From an optimization exercise on the open Yosys and OpenROAD flow, aimed at small area and a short achievable clock period; shortcuts taken in it are not production practice.
In this exercise RTL edits were held to simulation tests only and were not proved equivalent to the original.

// STACK_BASED_ALU
module STACK_BASED_ALU #(parameter n = 32) (input signed [n-1:0] input_data,input clk,input rst,input [2:0] opcode,output reg signed [n-1:0] output_data,output reg overflow,output reg [4:0] sp);
    localparam D = 31;                  
    reg [31:0] st [0:D-1];
    reg [10:0] b_s1, b_s2, b_s3, b_s4, b_neg;    
    reg [33:0] t3;                      
    wire op_add  = opcode == 3'b100;
    wire op_mul  = opcode == 3'b101;
    wire op_push = opcode == 3'b110;
    wire op_pop  = opcode == 3'b111;
    wire op_hold = ~(op_push | op_pop);
    wire sp_ge2 = |sp[4:1];
    wire sp_ne0 = |sp;
    wire [31:0] T = st[0];
    wire [31:0] U = st[1];
    reg [D-1:0] mv_dn, mv_up;
    integer i;
    always @(*) begin
        for (i = 0; i < D; i = i + 1) begin
            mv_dn[i] = op_push & (i < 2 || sp >= i);
            mv_up[i] = op_pop  & (i < 2 || sp >= i + 2);
        end
    end
    wire [31:0] S2 = ~st[2];            
    always @(posedge clk) begin
        st[0] <= ({32{op_hold}} & st[0]) | ({32{op_push}} & input_data) | ({32{op_pop}} & st[1]);
        st[1] <= ({32{op_hold}} & st[1]) | ({32{op_push}} & st[0]) | ({32{op_pop}} & S2);
        for (i = 2; i < D-1; i = i + 1)
            st[i] <= ~(({32{~(mv_dn[i] | mv_up[i])}} & ~st[i]) | ({32{mv_dn[i]}} & st[i-1]) | ({32{mv_up[i]}} & st[i+1]));
        st[D-1] <= ~(({32{~mv_dn[D-1]}} & ~st[D-1]) | ({32{mv_dn[D-1]}} & st[D-2]));
    end
    wire [31:0] U_next = ({32{op_hold}} & st[1]) | ({32{op_push}} & st[0]) | ({32{op_pop}} & S2);
    wire [34:0] ue = {{2{U_next[31]}}, U_next, 1'b0};
    reg  [10:0] n_s1, n_s2, n_s3, n_s4, n_neg;
    integer g;
    reg b3, b2, b1, b0;
    always @(*) begin
        for (g = 0; g < 11; g = g + 1) begin
            b3 = ue[3*g+3]; b2 = ue[3*g+2]; b1 = ue[3*g+1]; b0 = ue[3*g];
            n_s1[g] = b3 ? (b2 & (b1 ^ b0)) : (~b2 & (b1 ^ b0));
            n_s2[g] = (~b2 & b1 & b0) | (b2 & ~b1 & ~b0);
            n_s3[g] = b3 ? (~b2 & (b1 ^ b0)) : (b2 & (b1 ^ b0));
            n_s4[g] = b3 ? (~b2 & ~b1 & ~b0) : (b2 & b1 & b0);
            n_neg[g] = b3;
        end
    end
    wire [31:0] T_next = ({32{op_hold}} & st[0]) | ({32{op_push}} & input_data) | ({32{op_pop}} & st[1]);
    wire [33:0] T3_next_g = {{2{T_next[31]}}, T_next} & {T_next[31], T_next, 1'b0};
    wire [33:0] T3_next_p = {{2{T_next[31]}}, T_next} ^ {T_next[31], T_next, 1'b0};
  ...
Size in the first run: about 61000 um^2 of cells after synthesis.
==> flow/config.mk <==
export PLATFORM = sky130hd
export DESIGN_NAME = STACK_BASED_ALU
export DESIGN_NICKNAME = STACK_BASED_ALU
export VERILOG_FILES = /design/flow/design.v
export SDC_FILE = /design/flow/constraint.sdc
export NUM_CORES = 4
export LEC_CHECK = 0
export CAP_MARGIN = 20
export CORE_MARGIN = 2
export CORE_UTILIZATION = 50
export SLEW_MARGIN = 20
==> flow/constraint.sdc <==
create_clock -name core_clock -period 14.0 [get_ports {clk}]
set_input_delay 2.8000 -clock core_clock [delete_from_list [all_inputs] [get_ports {clk}]]
set_output_delay 2.8000 -clock core_clock [all_outputs]
set_load 0.01 [all_outputs]
standard.sh (not shown) runs the stock make flow with config.mk's settings and CLKGATE_MAP_FILE= SYNTH_SCRIPT=/design/flow/synth_recipe.tcl, a recipe that flattens the netlist after the stock synthesis.
==> flow/flow/run.sh <==
#!/bin/bash
# Layout flow: the standard synthesis and layout (standard.sh), with
# - the ORFS timing repair asked to keep a larger setup margin, so that it
#   works on the design's critical paths, and
# - the port buffers made with sky130_fd_sc_hd__buf_4 cells (every input
#   and output port is still buffered).
# The clock period and constraints are the design's, unchanged.
set -euo pipefail
cd "$(dirname "$0")/.."
bash standard.sh synth > synth.log 2>&1
bash standard.sh SETUP_SLACK_MARGIN=9 "BUFFER_PORTS_ARGS=-buffer_cell sky130_fd_sc_hd__buf_4" finish > layout.log 2>&1
The first run ran to the end with no violations.
==> next run, changes <==
CORE_UTILIZATION = 30   (was 50)
Wire length goes up by 6.0%.
Final cell count goes up by 12%.
Non-clock buffer count goes down by 31.
Via count goes up by 0.62%.
Sequential share of layout area goes down by 0.47 points.
Count of clock-buffer cells in the layout goes up by 3.
Area after synthesis is unchanged.
Clock skew goes up by 0.024 ns.
Fmax goes up by 0.42%.
Register-to-register slack gains 0.02 ns.
==> next run, changes <==
==> flow/flow/run.sh (replaced) <==
#!/bin/bash
# Layout flow: the standard synthesis and layout (standard.sh), with
# - the port buffers made with sky130_fd_sc_hd__buf_4 cells (every input
#   and output port is still buffered), and
# - the ORFS timing repair asked, up to and including clock tree synthesis,
#   to keep a larger setup margin so that it works on the design's critical
#   paths; routing and the rest run with the default margin.
# The clock period and constraints are the design's, unchanged.
set -euo pipefail
cd "$(dirname "$0")/.."
PORTS="BUFFER_PORTS_ARGS=-buffer_cell sky130_fd_sc_hd__buf_4"
bash standard.sh synth > synth.log 2>&1
bash standard.sh SETUP_SLACK_MARGIN=9 "$PORTS" cts > layout_to_cts.log 2>&1
bash standard.sh "$PORTS" finish > layout_finish.log 2>&1
CORE_UTILIZATION = 40   (was 30)
The changed run finished clean.
Worst setup slack loses 0.32 ns.
Global-route usage rose by 5.6 points.
Die area drops by 25%.
Routed wire length is lower by about 8%.
Design area drops by about 4.5%.
Worst hold slack loses 0.0047 ns.
Non-clock buffer count falls by 84.
Clock skew came out lower by 0.045 ns.
First-iteration DRC count falls by 8.1%.
==> next run, changes <==
==> flow/flow/run.sh (replaced) <==
#!/bin/bash
# Layout flow: the standard synthesis and layout (standard.sh), with
# - the ORFS timing repair asked to keep a larger setup margin, so that it
#   works on the design's critical paths, and
# - the port buffers made with sky130_fd_sc_hd__buf_4 cells (every input
#   and output port is still buffered).
# The clock period and constraints are the design's, unchanged.
set -euo pipefail
cd "$(dirname "$0")/.."
bash standard.sh synth > synth.log 2>&1
bash standard.sh SETUP_SLACK_MARGIN=9 "BUFFER_PORTS_ARGS=-buffer_cell sky130_fd_sc_hd__buf_4" finish > layout.log 2>&1
After rerunning: Core utilization came out higher by 1.3 points. Setup slack improves by 0.23 ns. Cell count came out higher by 0.93%. Global-route usage stays the same.

STACK_BASED_ALU, a different RTL version from the one above (not shown whole).
Size in the first run: ~7500 cells after synthesis, ~1100 flip-flops, ~75 I/O pins.
make LEC_CHECK=0 CAP_MARGIN=20 CORE_MARGIN=2 CORE_UTILIZATION=30 SLEW_MARGIN=20 finish   # period 14.0 ns
run.sh (not shown) runs the stock make flow with config.mk's settings and CLKGATE_MAP_FILE= SYNTH_SCRIPT=/design/flow/synth_recipe.tcl, a recipe that flattens the netlist after the stock synthesis.
Stock flow here: none of the scripts above is used.
The first run produced a clean layout.
Next try:
Settings changed: CORE_UTILIZATION 30 to 40.
After rerunning: Wire length went down by 3.7%. Via count shrinks by 0.63%. Setup slack improves by 0.42 ns. First-iteration DRC count decreases by 1.7%. Area after synthesis does not change.

## separate check: timing with driven ports
No port has a modelled driver above. Below, the same layouts with a new extraction and two added sets of constraints. Step 1 (the two cells are an assumption about what drives the block):
set clk [get_ports {clk}]
set_driving_cell -lib_cell sky130_fd_sc_hd__clkbuf_16 $clk
set_driving_cell -lib_cell sky130_fd_sc_hd__buf_2 [delete_from_list [all_inputs] $clk]
Step 2 times the ports against the registers' clock, not the clock port: input delays grow and output delays shrink by t, the midpoint of the rising clock arrivals with the driver on. Three values: ideal, step 1, step 2; two values: the first two.
run | t, ns | slack for setup (ns) | worst data-port slew with drivers (ns)
the first run of note 1 | 0.762 | 8.500 / 8.500 / 7.786 | 0.20
the second run of note 1 | 0.827 | 8.523 / 8.523 / 7.830 | 0.27
the third run of note 1 | 0.770 | 8.204 / 8.204 / 7.827 | 0.35
the fourth run of note 1 | 0.770 | 8.431 / 8.431 / 7.843 | 0.35
the first run of note 2 | 0.825 | 6.831 / 6.831 / 6.516 | 0.12
the second run of note 2 | 0.809 | 7.249 / 7.249 / 6.809 | 0.10
After both steps every run listed still meets setup and hold. The setup slack of the first run of note 1, which loses most, moves by 0.000 ns with the drivers and by -0.714 ns with both steps.
